Background: an optimization exercise with open tools, aiming at small area. Do not read the settings as production practice.
Where RTL was checked, it was by simulation tests only, not by an equivalence proof against the original.

==> inputs of run a <==
==> flow/design.v <==
module decoder(
	input clk,
	input rst,
	input isCounting,
	input [3:0] digit,
	output reg [6:0] outsegment
);
always @(posedge clk)
begin
	if(rst)
		outsegment <= 7'b1111111;
	else
	if(isCounting)
	begin
		case(digit)
			0: outsegment <= 7'b1000000;
			1: outsegment <= 7'b1111001;	
			2: outsegment <= 7'b0100100;	
			3: outsegment <= 7'b0110000;
			4: outsegment <= 7'b0011001;
			5: outsegment <= 7'b0010010;	
			6: outsegment <= 7'b0000010;	
			7: outsegment <= 7'b1111000;	
			8: outsegment <= 7'b0000000;
			9: outsegment <= 7'b0010000;	
		endcase
	end
	else outsegment <= 7'b1000000;
end
endmodule
module digitPositionDecoder(
	input clk,
	input rst,
	input [13:0] in,
	output reg [3:0] digitAtPosition, 
	output reg [3:0] position	
);
localparam CLK_HZ = 4000; 
integer clk_counter;
integer count;
always @(posedge clk)
begin
	if(rst)
	begin
		clk_counter <= 0;
		count <= 0;
		digitAtPosition <= 0;
		position <= 0;
	end
	else
	if(clk_counter == CLK_HZ / 1000) 
	begin
		case(count)
			0: 
			begin
				digitAtPosition <= in % 10; 
				position <= 4'b0001;
			end
			1: 
			begin
				digitAtPosition <= ((in % 100) - (in % 10)) / 10;
				position <= 4'b0010;
			end
			2: 
			begin
				digitAtPosition <= ((in % 1000) - (in % 100)) / 100;
				position <= 4'b0100;
			end
			3: 
			begin
				digitAtPosition <= ((in % 10000) - (in % 1000)) / 1000;
				position <= 4'b1000;
			end
		endcase	
		count <= count == 4 ? 0 : count + 1;
		clk_counter <= 0;
	end
	else clk_counter <= clk_counter + 1;
end
endmodule
module timer_top(
	input CLOCK_50,
	input rst,
	input [1:0] KEY, 
	output [6:0] SEG,
	output [3:0] POS
);
reg [1:0] prevKey;
localparam CLK_HZ = 200; 
integer clock_counter;
reg isTimerCounting;
integer counter;
wire [3:0] digitAtPosition;
wire [6:0] outsegment;
wire [3:0] position;
digitPositionDecoder d2(CLOCK_50, rst, counter, digitAtPosition, position);
decoder d1(CLOCK_50, rst, isTimerCounting, digitAtPosition, outsegment);
assign SEG[6:0] = outsegment[6:0];
assign POS = position;
always @(posedge CLOCK_50)
begin
	if(rst)
	begin
		prevKey <= 2'b11;
		clock_counter <= 0;
		isTimerCounting <= 0;
		counter <= 0;
	end
	else
	begin
	if((clock_counter == CLK_HZ) && isTimerCounting)
	begin
		counter <= counter + 1;
		clock_counter <= 0;
	end
	else if(isTimerCounting) clock_counter <= clock_counter + 1;
	if(KEY[0] && prevKey[0] == 0) 
	begin
		isTimerCounting <= 0;
		counter <= 0;		
	end
	if(KEY[1] && ~prevKey[1]) isTimerCounting <= ~isTimerCounting;
	prevKey <= KEY;
	end
end
endmodule
==> flow/run.sh <==
#!/bin/bash
# synth_recipe.tcl (not shown) runs the flow's synth.tcl, then flattens the netlist and writes it again
# the make line also repeats each setting of config.mk as NAME=value (left out here)
make -C /OpenROAD-flow-scripts/flow DESIGN_CONFIG=/design/flow/config.mk WORK_HOME=/design/flow/orfs CLKGATE_MAP_FILE= SYNTH_SCRIPT=/design/flow/synth_recipe.tcl finish
==> flow/config.mk <==
export PLATFORM = sky130hd
export DESIGN_NAME = timer_top
export DESIGN_NICKNAME = timer_top
export VERILOG_FILES = /design/flow/design.v
export SDC_FILE = /design/flow/constraint.sdc
export NUM_CORES = 4
export LEC_CHECK = 0
export CAP_MARGIN = 20
export CORE_MARGIN = 2
export CORE_UTILIZATION = 40
export SLEW_MARGIN = 20
==> flow/constraint.sdc <==
create_clock -name core_clock -period 36.0 [get_ports {CLOCK_50}]
set_input_delay 7.2000 -clock core_clock [delete_from_list [all_inputs] [get_ports {CLOCK_50}]]
set_output_delay 7.2000 -clock core_clock [all_outputs]
set_load 0.01 [all_outputs]
==> run b (differences from run a) <==
==> flow/design.v (replaced) <==
module timer_top(
	input CLOCK_50,
	input rst,
	input [1:0] KEY,
	output [6:0] SEG,
	output [3:0] POS
);
reg [1:0] prevKey;
reg run;
reg [7:0] tc;
reg [3:0] d0, d1, d2, d3;    
reg hi;                       
reg [2:0] sc;
reg [2:0] slot;               
reg [3:0] dig;
reg [3:0] segCode;            
wire clr = KEY[0] & ~prevKey[0];
wire tog = KEY[1] & ~prevKey[1];
wire tick = run & tc[7] & tc[6] & tc[3];
wire c1 = tick & (d0[3] & d0[0]);
wire c2 = c1 & (d1[3] & d1[0]);
wire c3 = c2 & (d2[3] & d2[0]);
wire c4 = c3 & (d3[3] & d3[0]);
wire wrap = tick & hi & d3[2] & d3[1] & d2[1] & d2[0] & d1[3] & d0[1] & d0[0];
wire zero = clr | wrap;
always @(posedge CLOCK_50)
begin
	if(rst)
	begin
		prevKey <= 2'b11;
		run <= 0;
		tc <= 0;
		d0 <= 0; d1 <= 0; d2 <= 0; d3 <= 0;
		hi <= 0;
		sc <= 0;
		slot <= 0;
		dig <= 0;
		segCode <= 4'd15;
	end
	else
	begin
		prevKey <= KEY;
		if(tog) run <= ~run;
		else if(clr) run <= 0;
		if(tick) tc <= 0;
		else tc <= tc ^ {&tc[6:0] & run, &tc[5:0] & run, &tc[4:0] & run, &tc[3:0] & run,
		                 &tc[2:0] & run, &tc[1:0] & run, tc[0] & run, run};
		if(zero)
		begin
			d0 <= 0; d1 <= 0; d2 <= 0; d3 <= 0;
			hi <= 0;
		end
		else
		begin
			if(tick) d0 <= (d0[3] & d0[0]) ? 4'd0 : d0 ^ {&d0[2:0], &d0[1:0], d0[0], 1'b1};
			if(c1) d1 <= (d1[3] & d1[0]) ? 4'd0 : d1 ^ {&d1[2:0], &d1[1:0], d1[0], 1'b1};
			if(c2) d2 <= (d2[3] & d2[0]) ? 4'd0 : d2 ^ {&d2[2:0], &d2[1:0], d2[0], 1'b1};
			if(c3) d3 <= (d3[3] & d3[0]) ? 4'd0 : d3 ^ {&d3[2:0], &d3[1:0], d3[0], 1'b1};
			if(c4) hi <= 1'b1;
		end
		if(sc == 3'd4)
		begin
			sc <= 0;
			case(slot)
				3'd1: dig <= d1;
				3'd2: dig <= d2;
				3'd3: dig <= d3;
				3'd4: ;
				default: dig <= d0;
			endcase
			slot <= (slot == 3'd4) ? 3'd5 : (slot == 3'd5) ? 3'd1 : slot + 1'b1;
		end
		else sc <= {sc[1] & sc[0], sc[1] ^ sc[0], ~sc[0]};
		segCode <= run ? dig : 4'd0;
	end
end
wire [6:0] seg = (segCode == 4'd0) ? 7'b1000000 :
                 (segCode == 4'd1) ? 7'b1111001 :
                 (segCode == 4'd2) ? 7'b0100100 :
                 (segCode == 4'd3) ? 7'b0110000 :
                 (segCode == 4'd4) ? 7'b0011001 :
                 (segCode == 4'd5) ? 7'b0010010 :
                 (segCode == 4'd6) ? 7'b0000010 :
                 (segCode == 4'd7) ? 7'b1111000 :
                 (segCode == 4'd8) ? 7'b0000000 :
                 (segCode == 4'd9) ? 7'b0010000 : 7'b1111111;
assign SEG = seg;
assign POS = (slot == 3'd1) ? 4'b0001 :
             (slot == 3'd2) ? 4'b0010 :
             (slot == 3'd3) ? 4'b0100 :
             (slot == 3'd0) ? 4'b0000 : 4'b1000;
endmodule
==> flow/flow/run.sh (new file) <==
#!/bin/bash
# Standard ORFS layout, with two changes:
#  - synthesis maps the logic with an area-oriented ABC script (flow/area.abc);
#    everything else in synthesis (and so every register) is as standard.sh synth makes it
#  - ports are buffered with the smallest buffer
set -euo pipefail
W=$PWD
rm -rf "$W/myscripts"
cp -r "$FLOW_HOME/scripts" "$W/myscripts"
cp "$W/flow/area.abc" "$W/myscripts/abc_area.script"
bash "$W/standard.sh" "SCRIPTS_DIR=$W/myscripts" synth > "$W/synth.log" 2>&1
bash "$W/standard.sh" "BUFFER_PORTS_ARGS=-buffer_cell sky130_fd_sc_hd__buf_1" finish > "$W/layout.log" 2>&1
==> flow/flow/area.abc (new file) <==
strash
dc2
dch -f
amap
==> flow/standard.sh (new file) <==
#!/bin/bash
# synth_recipe.tcl (not shown) runs the flow's synth.tcl, then flattens the netlist and writes it again
# the make line also repeats each setting of config.mk as NAME=value (left out here)
make -C /OpenROAD-flow-scripts/flow DESIGN_CONFIG=/design/flow/config.mk WORK_HOME=/design/flow/orfs CLKGATE_MAP_FILE= SYNTH_SCRIPT=/design/flow/synth_recipe.tcl "${@:-finish}"
ABC_AREA = 1   (was default)
removed: flow/run.sh
==> summary.md <==
| Metric | Value |
|---|---|
| All-layer global routing usage | `roughly 15%` |
| Post-DP HPWL | `between 2000 and 3000 um` |
| Max Clock Skew | `~6.3 ps` |
| Critical Path Fanout Max | `6` |
| Hold Crit Start | `dig[1]$_SDFFE_PP0P_` |
| Post-synthesis xor/xnor area fraction | `0%` |
| Non-filler instance count after layout | `just under 300` |
| Die area | `5200 um2` |
| Fraction of area in multi-input gates | `between 40% and 50%` |
| Minimum hold slack | `between 400 and 500 ps` |
| First DRT Iteration DRCs | `58` |
| GR Layer Usage met2 | `23.4%` |
| Status | `no timing/DRC/antenna violations` |
| Worst path arrival time | `~1700 ps` |
| CTS buffer count | `5` |
The numbers above come from run b.

==> summary.md <==
| Metric | Value |
|---|---|
| Max Clock Skew | `roughly 19 ps` |
| First DRT Iteration DRCs | `approximately 3000` |
| Die area | `between 80000 and 90000 um2` |
| Critical Path Fanout Max | `20` |
| Non-filler instance count after layout | `between 5000 and 6000` |
| Hold Crit Start | `d2.position[3]$_SDFFE_PP0P_` |
| Status | `no timing/DRC/antenna violations` |
| Worst path arrival time | `around 33000 ps` |
| Fraction of area in multi-input gates | `83.9%` |
| Post-synthesis xor/xnor area fraction | `10.7%` |
The numbers above come from run a.

The RTL of run b was laid out without a check of its function.

[re-timing with driven ports]
The results above use ideal ports. As a check the final layouts listed here were re-extracted and re-timed, cells and wires unchanged.
Step 1 sets driving cells, clkbuf_16 on the clock port and buf_2 on the other inputs (assumed; they add their load-dependent delay and slew).
Step 2 also shifts input and output timing later by t, the mid clock arrival at the registers, as if the neighbouring blocks saw the same clock.
a / b / c = no drivers / after step 1 / after step 2; a / b = the first two.
| run | t, ns | slack for setup (ns) | worst data-port slew with drivers (ns) |
|---|---|---|---|
| run a | 0.475 | 3.349 / 3.349 / 3.349 | 0.03 |
| run b | 0.311 | 27.107 / 27.080 / 27.391 | 0.03 |
After both steps every run listed still meets setup and hold.
